This is an optimization exercise on Yosys and OpenROAD, whose aim is small area and a short achievable clock period, not a production implementation.
The RTL was checked by simulation tests, not by an equivalence proof against the original design.

==> inputs of raven <==
==> flow/design.v <==
module stack (
   input wire clk,
   input [13:0] we,
   input [10:0] d,
   input [3:0] depth,
   output [10:0] q      
);
   reg [10:0] mem [0:13];
   always_ff @(posedge clk) begin
      for (int i = 0; i < 14; i++)
         if (we[i]) mem[i] <= d;
   end
   assign q = mem[depth - 4'd2];
endmodule
module node (
   input wire clk,
   input wire rst,
   input wire stack,
   input [3:0] pLength,
   input [239:0] prog,
   input [3:0] wready,
   input [3:0] rready,
   input [10:0] left,
   input [10:0] right,
   input [10:0] up,
   input [10:0] down,
   output reg [10:0] out,
   output reg [3:0] write,
   output reg [3:0] read,
   output reg [10:0] acc
);
   reg [3:0] lw;
   reg [3:0] pc;         
   reg [10:0] bak;
   reg [2:0] last;       
   reg anyDst;           
   reg [3:0] depth;
   wire [10:0] memTop;
   wire [13:0] memWe;
   reg isStack, coreEn;
   reg [3:0] pLast;
   always_ff @(posedge clk) begin
      isStack <= stack;
      coreEn <= !stack && (pLength != 4'd0);
      pLast <= pLength - 4'd1;
   end
   wire [1:0] anyDir = rready[0] ? 2'd0 : rready[1] ? 2'd1 : rready[2] ? 2'd2 : 2'd3;
   reg [14:0] instr;
   wire [3:0] pcNext;
   always_ff @(posedge clk)
      instr <= prog[16*pcNext +: 15];
   wire [2:0] dst = instr[13:11];
   wire [10:0] src = instr[10:0];
   wire [2:0] code = src[2:0];
   wire special = !src[10] && (&src[9:5]) && src[3];
   wire anyMode = isStack || code == 3'd2;
   wire [1:0] fixedDir = code[2] ? code[1:0] : last[1:0];
   wire takeL = anyMode ? rready[0] : fixedDir == 2'd0;
   wire takeR = anyMode ? !rready[0] && rready[1] : fixedDir == 2'd1;
   wire takeLR = takeL || takeR;
   wire takeU = anyMode ? rready[2] : fixedDir == 2'd2;
   wire [10:0] pv = takeLR ? (takeL ? left : right) : (takeU ? up : down);
   wire prdy = takeLR ? (takeL ? rready[0] : rready[1]) : (takeU ? rready[2] : rready[3]);
   wire [1:0] sdir = takeLR ? {1'b0, !takeL} : {1'b1, !takeU};
   wire isMov = !instr[14];
   wire isAdd = instr[14:11] == 4'b1100;
   wire isSub = instr[14:11] == 4'b1101;
   wire isJro = instr[14:11] == 4'b1110;
   wire isMisc = instr[14:11] == 4'b1111;
   wire usesSrc = !isMisc;
   wire waiting = (write | lw) != 4'd0;
   wire ack = ((write | lw) & wready) != 4'd0;
   wire srcNone = special && code == 3'd3 && !last[2];
   wire srcPort = special && (code[2] || code[1]) && !srcNone;
   wire stall = usesSrc && srcPort && !prdy;
   reg [10:0] spv;
   always_comb
      if (code == 3'd0) spv = 11'd0;
      else if (code == 3'd1) spv = acc;
      else spv = pv;
   wire [10:0] v = special ? spv : src;
   wire [11:0] sum = {acc[10], acc} + ({v[10], v} ^ {12{isSub}}) + {11'd0, isSub};
   wire over = !sum[11] && sum[10:0] > 11'd999;
   wire under = sum[11] && sum[10:0] < 11'd1049;
   wire [10:0] sat = over ? 11'd999 : under ? -11'sd999 : sum[10:0];
   wire [10:0] neg = -acc;
   wire [3:0] room = pLast - pc;        
   function automatic [3:0] jroTo(input [10:0] x);
      reg [3:0] t;
      begin
         t = pc + x[3:0];
         if (!x[10]) jroTo = (x[9:4] == 6'd0 && x[3:0] <= room) ? t : pLast;
         else jroTo = (x[9:4] == 6'h3f && x[3:0] > ~pc) ? t : 4'd0;
      end
   endfunction
   wire [3:0] jro = (special && code == 3'd0) ? 4'd0 : jroTo(v);
   wire [3:0] inc = (pc == pLast) ? 4'd0 : pc + 4'd1;
   wire accZero = acc == 11'd0;
   reg jmpTaken;
   always_comb
      case (instr[6:4])
         3'b010: jmpTaken = 1'b1;
         3'b011: jmpTaken = accZero;
         3'b100: jmpTaken = !accZero;
         3'b101: jmpTaken = !acc[10] && !accZero;
         3'b110: jmpTaken = acc[10];
         default: jmpTaken = 1'b0;
      endcase
   wire movWrite = isMov && dst != 3'd1 && dst != 3'd0 && (dst != 3'd3 || last[2]);
   wire [1:0] wdir = dst[2] ? dst[1:0] : (dst[0] ? last[1:0] : 2'd2);
   reg [10:0] accC, bakC, outC;
   reg [3:0] pcC, writeC, lwC, readC;
   reg [2:0] lastC;
   reg anyDstC;
   always_comb begin
      accC = acc; bakC = bak; outC = out; pcC = pc; writeC = write; lwC = lw;
      readC = 4'd0; lastC = last; anyDstC = anyDst;
      if (waiting && !ack) begin
         if (write != 4'd0) begin
            if (anyDst) lastC = {1'b1, write[3] ? 2'd3 : write[2] ? 2'd2 : write[1] ? 2'd1 : 2'd0};
            lwC = write;
            writeC = 4'd0;
         end
         else begin
            writeC = anyDst ? {lw[1], lw[3], lw[0], lw[2]} : lw;
            lwC = 4'd0;
         end
      end
      else begin
         writeC = 4'd0;
         lwC = 4'd0;
         pcC = inc;
         anyDstC = dst == 3'd2;
         if (stall)
            pcC = pc;
         else if (!(usesSrc && srcNone)) begin
            if (usesSrc && srcPort) begin
               readC[sdir] = 1'b1;
               if (code == 3'd2) lastC = {1'b1, sdir};
            end
            if (isMov) begin
               if (dst == 3'd1) accC = v;
               else if (movWrite) begin
                  outC = v;
                  writeC[wdir] = 1'b1;
               end
            end
            else if (isAdd || isSub) accC = sat;
            else if (isJro) pcC = jro;
            else if (instr[6:4] == 3'b111) begin
               case (instr[1:0])
                  2'b00: begin accC = bak; bakC = acc; end
                  2'b01: bakC = acc;
                  2'b10: accC = neg;
                  2'b11: ;
               endcase
            end
            else if (jmpTaken) pcC = instr[3:0];
         end
      end
   end
   assign pcNext = rst ? 4'd0 : pcC;
   wire [3:0] stackLw = {lw[3], lw[2] | (lw == 4'd0), lw[1], lw[0]};
   wire pop = depth != 4'd0 && write == 4'd0 && (wready & stackLw) != 4'd0;
   wire push = depth != 4'd15 && rready != 4'd0 && !pop;
   reg [10:0] outS;
   reg [3:0] writeS, lwS, readS, depthS;
   always_comb begin
      outS = out; writeS = write; lwS = lw; readS = 4'd0; depthS = depth;
      if (depth != 4'd0 && write == 4'd0) begin
         if (pop) begin
            if (depth != 4'd1) outS = memTop;
            lwS = 4'd0;
            depthS = depth - 4'd1;
         end
         else
            writeS = {stackLw[1], stackLw[3], stackLw[0], stackLw[2]};
      end
      else if (write != 4'd0) begin
         lwS = write;
         writeS = 4'd0;
      end
      if (push) begin
         readS[anyDir] = 1'b1;
         outS = pv;
         depthS = depth + 4'd1;
      end
   end
   stack mem0(.clk(clk), .we(memWe), .d(out), .q(memTop), .depth(depth));
   assign memWe = (isStack && push) ? (14'd1 << (depth - 4'd1)) & {14{depth != 4'd0}} : 14'd0;
   always_ff @(posedge clk or posedge rst) begin
      if (rst) begin
         out <= 11'd0;
         write <= 4'd0;
         read <= 4'd0;
         lw <= 4'd0;
         acc <= 11'd0;
         bak <= 11'd0;
         pc <= 4'd0;
         last <= 3'd0;
         anyDst <= 1'b0;
         depth <= 4'd0;
      end
      else if (isStack) begin
         out <= outS;
         write <= writeS;
         read <= readS;
         lw <= lwS;
         depth <= depthS;
      end
      else if (coreEn) begin
         out <= outC;
         write <= writeC;
         read <= readC;
         lw <= lwC;
         acc <= accC;
         bak <= bakC;
         pc <= pcC;
         last <= lastC;
         anyDst <= anyDstC;
      end
   end
endmodule
module row
(
   input wire clk,
   input wire rst,
   input [15:0] pLength,
   input [959:0] prog,
   input [43:0] up,
   input [43:0] down,
   input [3:0] rreadyU,
   input [3:0] rreadyD,
   input [3:0] wreadyU,
   input [3:0] wreadyD,
   input [3:0] stack,
   output [3:0] writeU,
   output [3:0] writeD,
   output [43:0] out,
   output [3:0] readU,
   output [3:0] readD,
   output [43:0] acc
);
   wire [3:0] wr [0:3];
   wire [3:0] rd [0:3];
   genvar n;
   generate
      for (n = 0; n < 4; n++) begin : g
         wire rreadyL = (n == 0) ? 1'b0 : wr[(n == 0) ? 0 : n-1][1];
         wire rreadyR = (n == 3) ? 1'b0 : wr[(n == 3) ? 3 : n+1][0];
         wire wreadyL = (n == 0) ? 1'b0 : rd[(n == 0) ? 0 : n-1][1];
         wire wreadyR = (n == 3) ? 1'b0 : rd[(n == 3) ? 3 : n+1][0];
         wire [10:0] left = (n == 0) ? 11'd0 : out[11*((n == 0) ? 0 : n-1) +: 11];
         wire [10:0] right = (n == 3) ? 11'd0 : out[11*((n == 3) ? 3 : n+1) +: 11];
         node nd(.clk(clk), .rst(rst), .stack(stack[n]), .pLength(pLength[4*n +: 4]),
            .prog(prog[240*n +: 240]),
            .wready({wreadyD[n], wreadyU[n], wreadyR, wreadyL}),
            .rready({rreadyD[n], rreadyU[n], rreadyR, rreadyL}),
            .left(left), .right(right), .up(up[11*n +: 11]), .down(down[11*n +: 11]),
            .out(out[11*n +: 11]), .write(wr[n]), .read(rd[n]), .acc(acc[11*n +: 11]));
         assign writeU[n] = wr[n][2];
         assign writeD[n] = wr[n][3];
         assign readU[n] = rd[n][2];
         assign readD[n] = rd[n][3];
      end
   endgenerate
endmodule
==> flow/flow/run.sh <==
#!/bin/bash
# Standard layout, with the port buffers that placement inserts on every
# input and output made of the platform's smallest buffer (buf_1) instead of
# the delay cell buffer_ports picks by default.
set -euo pipefail
export BUFFER_PORTS_ARGS="-buffer_cell sky130_fd_sc_hd__buf_1"
bash standard.sh finish > standard.log 2>&1
==> flow/standard.sh <==
#!/bin/bash
# synth_recipe.tcl (not shown) runs the flow's synth.tcl, then flattens the netlist and writes it again
# the make line also repeats each setting of config.mk as NAME=value (left out here)
make -C /OpenROAD-flow-scripts/flow DESIGN_CONFIG=/design/flow/config.mk WORK_HOME=/design/flow/orfs CLKGATE_MAP_FILE= SYNTH_SCRIPT=/design/flow/synth_recipe.tcl "${@:-finish}"
==> flow/config.mk <==
export PLATFORM = sky130hd
export DESIGN_NAME = row
export DESIGN_NICKNAME = row
export VERILOG_FILES = /design/flow/design.v
export SDC_FILE = /design/flow/constraint.sdc
export NUM_CORES = 4
export LEC_CHECK = 0
export CAP_MARGIN = 30
export CORE_MARGIN = 2
export CORE_UTILIZATION = 55
export SETUP_SLACK_MARGIN = 5
export SLEW_MARGIN = 20
==> flow/constraint.sdc <==
create_clock -name core_clock -period 12.0 [get_ports {clk}]
set_input_delay 2.4000 -clock core_clock [delete_from_list [all_inputs] [get_ports {clk}]]
set_output_delay 2.4000 -clock core_clock [all_outputs]
set_load 0.01 [all_outputs]
==> delta: changes against raven <==
--- a/flow/design.v
+++ b/flow/design.v
@@ -2,13 +2,19 @@
    input wire clk,
-   input [13:0] we,
+   input [11:0] we,
    input [10:0] d,
+   input [10:0] e12,
+   input [10:0] e13,
    input [3:0] depth,
-   output [10:0] q      
+   output reg [10:0] q      
 );
-   reg [10:0] mem [0:13];
+   reg [10:0] mem [0:11];
    always_ff @(posedge clk) begin
-      for (int i = 0; i < 14; i++)
+      for (int i = 0; i < 12; i++)
          if (we[i]) mem[i] <= d;
    end
-   assign q = mem[depth - 4'd2];
+   wire [3:0] i = depth - 4'd2;
+   always_comb
+      if (i == 4'd12) q = e12;
+      else if (i == 4'd13) q = e13;
+      else q = mem[i];
 endmodule
@@ -29,3 +35,3 @@
    output reg [3:0] read,
-   output reg [10:0] acc
+   output [10:0] acc
 );
@@ -33,3 +39,3 @@
    reg [3:0] pc;         
-   reg [10:0] bak;
+   reg [10:0] accR, bakR;    
    reg [2:0] last;       
@@ -46,2 +52,3 @@
    end
+   assign acc = isStack ? 11'd0 : accR;
    wire [1:0] anyDir = rready[0] ? 2'd0 : rready[1] ? 2'd1 : rready[2] ? 2'd2 : 2'd3;
@@ -78,6 +85,6 @@
       if (code == 3'd0) spv = 11'd0;
-      else if (code == 3'd1) spv = acc;
+      else if (code == 3'd1) spv = accR;
       else spv = pv;
    wire [10:0] v = special ? spv : src;
-   wire [11:0] sum = {acc[10], acc} + ({v[10], v} ^ {12{isSub}}) + {11'd0, isSub};
+   wire [11:0] sum = {accR[10], accR} + ({v[10], v} ^ {12{isSub}}) + {11'd0, isSub};
    wire over = !sum[11] && sum[10:0] > 11'd999;
@@ -85,3 +92,3 @@
    wire [10:0] sat = over ? 11'd999 : under ? -11'sd999 : sum[10:0];
-   wire [10:0] neg = -acc;
+   wire [10:0] neg = -accR;
    wire [3:0] room = pLast - pc;        
@@ -97,3 +104,3 @@
    wire [3:0] inc = (pc == pLast) ? 4'd0 : pc + 4'd1;
-   wire accZero = acc == 11'd0;
+   wire accZero = accR == 11'd0;
    reg jmpTaken;
@@ -104,4 +111,4 @@
          3'b100: jmpTaken = !accZero;
-         3'b101: jmpTaken = !acc[10] && !accZero;
-         3'b110: jmpTaken = acc[10];
+         3'b101: jmpTaken = !accR[10] && !accZero;
+         3'b110: jmpTaken = accR[10];
          default: jmpTaken = 1'b0;
@@ -115,3 +122,3 @@
    always_comb begin
-      accC = acc; bakC = bak; outC = out; pcC = pc; writeC = write; lwC = lw;
+      accC = accR; bakC = bakR; outC = out; pcC = pc; writeC = write; lwC = lw;
       readC = 4'd0; lastC = last; anyDstC = anyDst;
@@ -151,4 +158,4 @@
                case (instr[1:0])
-                  2'b00: begin accC = bak; bakC = acc; end
-                  2'b01: bakC = acc;
+                  2'b00: begin accC = bakR; bakC = accR; end
+                  2'b01: bakC = accR;
                   2'b10: accC = neg;
@@ -188,3 +195,3 @@
    end
-   stack mem0(.clk(clk), .we(memWe), .d(out), .q(memTop), .depth(depth));
+   stack mem0(.clk(clk), .we(memWe[11:0]), .d(out), .e12(accR), .e13(bakR), .q(memTop), .depth(depth));
    assign memWe = (isStack && push) ? (14'd1 << (depth - 4'd1)) & {14{depth != 4'd0}} : 14'd0;
@@ -196,4 +203,4 @@
          lw <= 4'd0;
-         acc <= 11'd0;
-         bak <= 11'd0;
+         accR <= 11'd0;
+         bakR <= 11'd0;
          pc <= 4'd0;
@@ -209,2 +216,4 @@
          depth <= depthS;
+         if (memWe[12]) accR <= out;
+         if (memWe[13]) bakR <= out;
       end
@@ -215,4 +224,4 @@
          lw <= lwC;
-         acc <= accC;
-         bak <= bakC;
+         accR <= accC;
+         bakR <= bakC;
          pc <= pcC;
==> flow/flow/run.sh (replaced) <==
#!/bin/bash
# The standard layout (standard.sh), with two changes to how it is made:
# - the buffer that placement puts on every input and output port is the
#   platform's smallest buffer (buf_1) instead of the delay cell that
#   buffer_ports picks by default;
# - synthesis leaves adders as plain gates for abc (no full/half adder
#   cells), so abc can time the carry logic with the rest.
# make's full output goes to standard.log; ORFS keeps each step's log in
# orfs/logs.
set -euo pipefail
export BUFFER_PORTS_ARGS="-buffer_cell sky130_fd_sc_hd__buf_1"
export ADDER_MAP_FILE=
bash standard.sh finish > standard.log 2>&1
Settings changed: CORE_AREA set to 2 2 338 338, CORE_MARGIN 2 to unset, CORE_UTILIZATION 55 to unset, DIE_AREA set to 0 0 340 340.
==> flow_summary_export.csv <==
group,metric,value,unit
outcome,outcome,"no timing/DRC/antenna violations",
yosys,synth_seq_area_share,0.427,
yosys,synth-xor-area-share,0.0361,
yosys,synth-compound-area-share,0.267,
yosys,synthAdderAreaFrac,0.00428,
yosys,synth_edf_count,528,
yosys,synth_seq_cells,838,
yosys,synth_common_cells,"nand2_1 (595), edfxtp_1 (528), nor2_1 (490), a21oi_1 (478), clkbuf_1 (406)",
yosys,syn-cell-area,54400,um2
The numbers above come from delta.

==> flow_summary_export.csv <==
group,metric,value,unit
outcome,outcome,"aborted with a tool error",
outcome,stop_stage,"I/O pin placement",
outcome,error,"[ERROR PPL-0024] Number of IO pins (1190) exceeds maximum number of available positions (1174). Increase the die perimeter from 1301.96um to 1618.40um.",
yosys,synth-xor-area-share,0.0228,
yosys,synth_seq_area_share,0.454,
yosys,synth_common_cells,"edfxtp_1 (616), nand2_1 (480), o21ai_0 (427), nor2_1 (371), clkbuf_1 (263)",
yosys,synthAdderAreaFrac,0.0351,
The numbers above come from raven.

==> afterwards: timing with drivers on the ports <==
How much do the figures lean on ideal ports? The routed layout below was timed once more, with nothing changed but the port constraints.
Step 1 assumes that a clkbuf_16 drives the clock port and a buf_2 every other input.
Step 2 also shifts input and output timing later by t, the mid clock arrival at the registers, as if the neighbouring blocks saw the same clock.
Three values: no drivers, after step 1, after step 2; two values: the first two.
run: delta
t, ns: 0.775
setup WS [ns]: 4.986 / 4.956 / 4.181
hold slack, ns: 0.484 / 0.484 / 0.484
worst setup path after step 2: input to register
worst register clock-pin slew, ns: 0.08 / 0.08
After both steps setup and hold are still met in delta. The setup slack of delta moves by -0.030 ns with the drivers and by -0.805 ns with both steps.
